What follows belongs to an exercise in optimizing a design on an open flow for small area and a short achievable clock period; a production flow would make more cautious choices. At most, simulation tests tie the RTL to the original design; equivalence was not proved. No activity file was given, so power comes from the tool's default toggle rates.

Setup of run a:
// final_top
module final_top (
    input clk,
    input rst,  
    input [31:0] instruction,
    input [15:0] data_in,  
    output [15:0] data_out,  
    output [15:0] addr,  
    output we,  
    output [15:0] out_reg,  
    output zero,
    output carry
);
Settings: LEC_CHECK=0, CAP_MARGIN=20, CORE_MARGIN=2, CORE_UTILIZATION=40, SETUP_SLACK_MARGIN=1.5, SLEW_MARGIN=20; clock period 4.5 ns.
run.sh (not shown) runs the stock make flow with config.mk's settings and CLKGATE_MAP_FILE= SYNTH_SCRIPT=/design/flow/synth_recipe.tcl, a recipe that flattens the netlist after the stock synthesis.
Run a | stages: all done | timing, DRC, antenna: all pass
Setup changes, run a to run b
- changing SETUP_SLACK_MARGIN from 1.5 to 2.0
- Run b | stages: all done | timing, DRC, antenna: all pass
- Diff run b and run a: detailed-route wire length per cell lower in run b
- The data arrival time of the critical path in run b sits 1340 ps below the value recorded for run a.
- Of the two candidates, run a has the worse reported clock group power and run b the better one.
- Diff run a -> run b: fmax saw little to no change, transition at the pin with the smallest max-transition slack saw a decrease.
- Run a vs run b, timing startpoint of the critical path: regs_d1[5]$_DFF_P_ vs wdata_d3[2]$_DFF_PP0_
- Taking run a as the reference, in run b final worst clock skew climbed 11 ps, overall track demand over capacity in global routing grew by 0.58 points.
No run of this note included a check of the RTL's function; only the layout flow was run.


final_top, a different RTL version from the one above (not shown whole).
Size in the first run: ~1,500 cells after synthesis, about 100 I/O pins, about 19,000 um2 of cells after synthesis.
## final_top
module final_top (
    input clk,
    input rst,  
    input [31:0] instruction,
    input [15:0] data_in,  
    output [15:0] data_out,  
    output [15:0] addr,  
    output we,  
    output [15:0] out_reg,  
    output zero,
    output carry
);
make LEC_CHECK=0 CAP_MARGIN=20 CORE_MARGIN=2 CORE_UTILIZATION=60 CTS_CLUSTER_DIAMETER=90 CTS_CLUSTER_SIZE=24 SETUP_SLACK_MARGIN=2.0 SLEW_MARGIN=20 finish   # period 4.5 ns
Edit:
Settings changed: CORE_UTILIZATION 60 to 40, CTS_CLUSTER_DIAMETER 90 to default, CTS_CLUSTER_SIZE 24 to default.
=> The new run completed without violations. Worst hold slack got worse by 4.3 ps. Global-route usage goes down by 12 points. Count of clock-buffer cells in the layout goes up by 22. Wire length goes up by 6.5%. Core utilization goes down by 21 points. Fmax goes up by 2.0%. Sequential power is about the same. Worst setup slack improved by 55 ps. Cell count goes up by 13%. Total power goes up by 16%. Via count goes down by 2.5%.
Edit:
Settings changed: CTS_BUF_LIST from default to sky130_fd_sc_hd__clkbuf_4 sky130_fd_sc_hd__clkbuf_8.
After rerunning: The changed run ran to the end with no violations; power shrinks by about 0.9%; first-iteration DRC count grows by about 0.9%; sequential power hardly moves.
Function was not checked in any run of this note: the RTL went through the layout flow alone.


Setup of v9:
final_top, a different RTL version from the one above (not shown whole).
For scale: about 1600 cells after synthesis, roughly 420 flip-flops, about 19000 sq um of cells after synthesis.
export LEC_CHECK = 0
export CAP_MARGIN = 20
export CORE_MARGIN = 2
export CORE_UTILIZATION = 60
export CTS_CLUSTER_DIAMETER = 90
export CTS_CLUSTER_SIZE = 24
export SETUP_SLACK_MARGIN = 2.1
export SLEW_MARGIN = 20
create_clock -name core_clock -period 4.5 [get_ports {clk}]
v9 finished end to end and its layout was clean on timing, DRC and antenna.
Changes in v38 relative to v9:
Settings: swapping 2.1 for 2.5 in SETUP_SLACK_MARGIN.
==> comparison <==
- NOTE: proportion of total power due to net switching in v38 exceeds that of v9
- Delta (v38 minus v9): critical path depth saw an increase, total power saw an increase, via count saw an increase.
- v38 — required time of the critical path 1.35 ns higher, v9 as reference
- Number of storage elements in the synthesis netlist: v38 vs v9 identical
- Clock power up about 3% in v38 wrt v9
- Compared with v9, v38 degrades maximum vdd ir drop.
- Taking v9 as the reference point, the worst hold slack of v38 falls by 0.0038 ns.
Relative to v38, the following input files were edited for v34:
Settings: changing SETUP_SLACK_MARGIN from 2.5 to 2.3.
Results
- v34: PASS, flow complete, no timing, DRC or antenna violations
- v38 finished every step from synthesis to the final layout, and the layout passed the timing, design-rule and antenna checks.
- Going from v38 to v34, final cell count shrinks by 1.3%.
- Compared with v38, v34 supports a higher clock frequency.
- | worst setup slack | v34 vs v38 | 0.15 ns higher |
- Instance area at placement: v34 vs v38, no meaningful difference
- The lower critical path depth came out of v34.

[what the ideal ports hide]
The flow's constraints put no driver on any port. The routed layouts listed below were extracted and timed again, unchanged, in two steps.
Step 1, drivers: a clkbuf_16 drives clk and a buf_2 each remaining input, both assumed.
Step 2 adds t to the input delays and takes it off the output delays; t is the mean of the earliest and latest rising clock arrival at the registers after step 1. Input paths then give back, and output paths get back, about the clock's delay inside the block.
Slacks: ideal ports / drivers / drivers and shift; pairs: ideal ports / drivers.
run	t (ns)	slack for setup (ns)	latest minus earliest clock arrival (ns)
run a	0.625	1.458 / 1.436 / 1.458	0.018 / 0.018
run b	0.631	1.452 / 1.397 / 1.603	0.027 / 0.027
the first run of note 2	0.605	1.674 / 1.674 / 1.652	0.040 / 0.041
the second run of note 2	0.627	1.728 / 1.728 / 1.572	0.027 / 0.027
the third run of note 2	0.671	1.745 / 1.745 / 1.569	0.053 / 0.052
v9	0.614	1.983 / 1.932 / 1.595	0.048 / 0.048
v38	0.623	1.990 / 1.990 / 1.990	0.045 / 0.045
v34	0.606	2.144 / 2.090 / 1.808	0.015 / 0.014
After both steps setup and hold are still met in every run listed. The setup slack of v9, which loses most, moves by -0.051 ns with the drivers and by -0.388 ns with both steps.
